From an optimization exercise on the open Yosys and OpenROAD flow, aimed at small area and a short achievable clock period; shortcuts taken in it are not production practice.
At most, simulation tests tie the RTL to the original design; equivalence was not proved.

// ALU
module ALU(
    input logic CLK,
    input logic RST,
    input logic ACT,
    input logic[3:0]  OP,
    input logic[1:0]  MOVI,
    input logic[31:0] REG_A,
    input logic[31:0] REG_B,
    input logic[31:0] MEM,
    input logic[31:0] IMM,
    output logic[31:0] DATA,
    output logic       RDY,
    output logic       VLD
);
For scale: about 31000 µm² of cells after synthesis.
clock: 10.5 ns
lec_check: 0
cap_margin: 20
core_margin: 2
core_utilization: 40
setup_slack_margin: 4.0
slew_margin: 20
synth_hierarchical: 1
synth_minimum_keep_size: 5
standard.sh (not shown) runs the stock make flow with config.mk's settings and CLKGATE_MAP_FILE= SYNTH_SCRIPT=/design/flow/synth_recipe.tcl, a recipe that flattens the netlist after the stock synthesis.
==> flow/flow/run.sh <==
#!/bin/bash
# The standard layout, with plain buffers (not delay cells) on the ports.
export BUFFER_PORTS_ARGS="-buffer_cell sky130_fd_sc_hd__buf_2"
bash standard.sh > standard.log 2>&1
Then changed:
Settings changed: SETUP_SLACK_MARGIN 4.0 to 3.5.
Outcome:
- The new run went through all stages and came out clean
- via count decreases by a few percent
- clock skew decreases by 0.011 ns
- count of clock-buffer cells in the layout increases by 1
- core utilization decreases by 3.7 points
Then changed:
Settings changed: SETUP_SLACK_MARGIN 3.5 to 3.0, TNS_END_PERCENT set to 0.
Result:
- wire length drops by a few percent
- register-to-register slack got worse by 0.25 ns
- sequential cell count does not change
- via count goes down by a few percent
Then changed:
Settings changed: CAP_MARGIN 20 to 10, SETUP_SLACK_MARGIN 3.0 to 3.75, SLEW_MARGIN 20 to 10, TNS_END_PERCENT 0 to unset.
Worst hold slack stays flat.
Routed wire length came out higher by about 3%.
Critical path depth drops by 1.
Final area rises by about 4%.
Worst setup slack gets better by 0.85 ns.
Final cell count rises by 1.5%.
Then changed:
Settings changed: CAP_MARGIN 10 to 20, SETUP_SLACK_MARGIN 3.75 to 3.0, SLEW_MARGIN 10 to 20.
What happened: Core utilization fell by 1.4 points. Cell area fell by 3.2%. Via count fell by 0.34%. Worst hold slack stays flat. Die area does not change.

---

Setup of 11-25:
Another version of the RTL of ALU (not shown whole).
Size in the first run: ~170 I/O pins, about 26000 sq um of cells after synthesis.
==> flow/config.mk <==
export PLATFORM = sky130hd
export DESIGN_NAME = ALU
export DESIGN_NICKNAME = ALU
export VERILOG_FILES = /design/flow/design.v
export SDC_FILE = /design/flow/constraint.sdc
export NUM_CORES = 4
export LEC_CHECK = 0
export CAP_MARGIN = 20
export CORE_MARGIN = 2
export CORE_UTILIZATION = 40
export SLEW_MARGIN = 20
export SYNTH_HIERARCHICAL = 1
export SYNTH_MINIMUM_KEEP_SIZE = 5
==> flow/constraint.sdc <==
create_clock -name core_clock -period 10.5 [get_ports {CLK}]
set_input_delay 2.1000 -clock core_clock [delete_from_list [all_inputs] [get_ports {CLK}]]
set_output_delay 2.1000 -clock core_clock [all_outputs]
set_load 0.01 [all_outputs]
==> flow/flow/run.sh <==
#!/bin/bash
# The standard layout, with plain buffers (not delay cells) on the ports.
cp standard.sh standard_sh_copy.log
export BUFFER_PORTS_ARGS="-buffer_cell sky130_fd_sc_hd__buf_2"
bash standard.sh > standard.log 2>&1
Both conditions hold for 11-25: the flow ran to the end and the final layout passed the timing, DRC and antenna checks.
Inputs modified between 11-25 and 07-01:
==> flow/run.sh (new file) <==
#!/bin/bash
# synth_recipe.tcl (not shown) runs the flow's synth.tcl, then flattens the netlist and writes it again
# the make line also repeats each setting of config.mk as NAME=value (left out here)
make -C /OpenROAD-flow-scripts/flow DESIGN_CONFIG=/design/flow/config.mk WORK_HOME=/design/flow/orfs CLKGATE_MAP_FILE= SYNTH_SCRIPT=/design/flow/synth_recipe.tcl finish
removed: flow/flow/run.sh
removed: flow/standard.sh
--- outcome ---
07-01: flow completed, timing, DRC and antenna clean. Timing endpoint of the critical path = DATA[26]: 07-01; timing endpoint of the critical path = DATA[31]: 11-25. 07-01 against 11-25; routed wire length is down slightly. On number of detailed-routing iterations run before antenna repair, the lower figure sits with 07-01, not 11-25. 07-01 vs. 11-25: global-route wire length before repair neither gained nor lost much. Changes observed in 07-01 relative to 11-25: minimum clock period shows an increase of 0.023 ns, sequential portion of the cell area decreased by 0.38 points relative to the old numbers, global-route usage barely changed, slack of the worst reg-to-reg path +0.23 ns, largest net degree at the start of global routing has remained practically unchanged.
No functional check of the RTL was part of any run of this note.

---

== v26 ==
ALU with an RTL version that a note above also has.
For scale: roughly 3,200 cells after synthesis, about 130 flip-flops, roughly 170 I/O pins.
## ALU
module ALU(
    input logic CLK,
    input logic RST,
    input logic ACT,
    input logic[3:0]  OP,
    input logic[1:0]  MOVI,
    input logic[31:0] REG_A,
    input logic[31:0] REG_B,
    input logic[31:0] MEM,
    input logic[31:0] IMM,
    output logic[31:0] DATA,
    output logic       RDY,
    output logic       VLD
);
==> flow/config.mk <==
export PLATFORM = sky130hd
export DESIGN_NAME = ALU
export DESIGN_NICKNAME = ALU
export VERILOG_FILES = /design/flow/design.v
export SDC_FILE = /design/flow/constraint.sdc
export NUM_CORES = 4
export LEC_CHECK = 0
export CAP_MARGIN = 20
export CORE_MARGIN = 2
export CORE_UTILIZATION = 40
export SETUP_SLACK_MARGIN = 3.75
export SLEW_MARGIN = 20
export SYNTH_HIERARCHICAL = 1
export SYNTH_MINIMUM_KEEP_SIZE = 5
==> flow/constraint.sdc <==
create_clock -name core_clock -period 10.5 [get_ports {CLK}]
set_input_delay 2.1000 -clock core_clock [delete_from_list [all_inputs] [get_ports {CLK}]]
set_output_delay 2.1000 -clock core_clock [all_outputs]
set_load 0.01 [all_outputs]
==> flow/flow/run.sh <==
#!/bin/bash
# The standard layout, with plain buffers (not delay cells) on the ports.
export BUFFER_PORTS_ARGS="-buffer_cell sky130_fd_sc_hd__buf_2"
bash standard.sh > standard.log 2>&1
> inputs changed (v26 -> v53)
Settings: changing CORE_UTILIZATION from 40 to 55; setting PLACE_DENSITY to 0.7 for the first time; changing SETUP_SLACK_MARGIN from 3.75 to 3.5.
Results
As far as multiplexer share of the synthesized area is concerned, v53 and v26 perform about the same.
Compared v53 vs v26, and period utilization is up in v53.
Measured slew at the worst slew-check pin: v53 vs v26 down 31 ps
[v53 vs v26] worst setup slack after layout: lower in v53
Going from v26 to v53, sequential share of layout area grows by 0.28 points.
v53 — core utilization 16 points higher, v26 as reference
The fraction of the mapped netlist area in adder cells on v53 is in line with that on v26.
On v53: largest fanout of any net on the critical path is 14 higher than what v26 gave.
v53 has final cell count below what v26 had.
For v44, these inputs were changed with respect to v53:
Settings: CORE_UTILIZATION: 55 -> 40; PLACE_DENSITY: 0.7 -> unset; SETUP_SLACK_MARGIN: 3.5 -> 3.25.
Results
In the metrics for v44 and v53, the one carrying the higher per-cell routed wire length is v53. v44 vs v53, cell with the largest stage delay on the worst path: fa_1 vs nor2_1. The hold slack of v44 and that of v53 are within noise of each other. v44: post-route clock period utilization 1.6 points above v53. Diff v53 -> v44 | setup slack | decrease of 170 ps. Compared with v53, v44 shows a higher synthesis-to-finish area growth. Relative to v53, area of all placed cells without fillers has increased by about 0.45% in v44.

[what the ideal ports hide]
No port has a modelled driver above. Below, the same layouts with a new extraction and two added sets of constraints. Step 1 assumes that a clkbuf_16 drives the clock port and a buf_2 every other input. Step 2, shift: input delay + t, output delay - t, t = (earliest + latest rising clock arrival at the registers) / 2. This alone moves slack from input paths to output paths. a / b / c = ideal ports / drivers / drivers and shift; a / b = the first two.
run	shift t [ns]	slack for setup (ns)	worst setup path after step 2	cell pins on the clock port's net
the first run of note 1	0.530	3.869 / 3.905 / 3.375	input to register	1
the second run of note 1	0.534	3.521 / 3.525 / 2.991	input to register	1
the third run of note 1	0.528	2.892 / 2.921 / 2.394	input to register	1
the fourth run of note 1	0.519	3.746 / 3.758 / 3.239	input to register	1
the fifth run of note 1	0.530	3.145 / 3.175 / 2.645	input to register	1
11-25	0.534	0.376 / 0.311 / 0.788	input to register	1
07-01	0.537	0.354 / 0.293 / 0.830	register to output	1
v26	0.519	3.746 / 3.758 / 3.239	input to register	1
v53	0.544	3.499 / 3.523 / 2.979	input to register	1
v44	0.532	3.333 / 3.369 / 2.838	input to register	1
After both steps setup and hold are still met in every run listed. For the second run of note 1, which loses most, drivers alone change the setup slack by +0.004 ns; drivers and shift together by -0.530 ns.
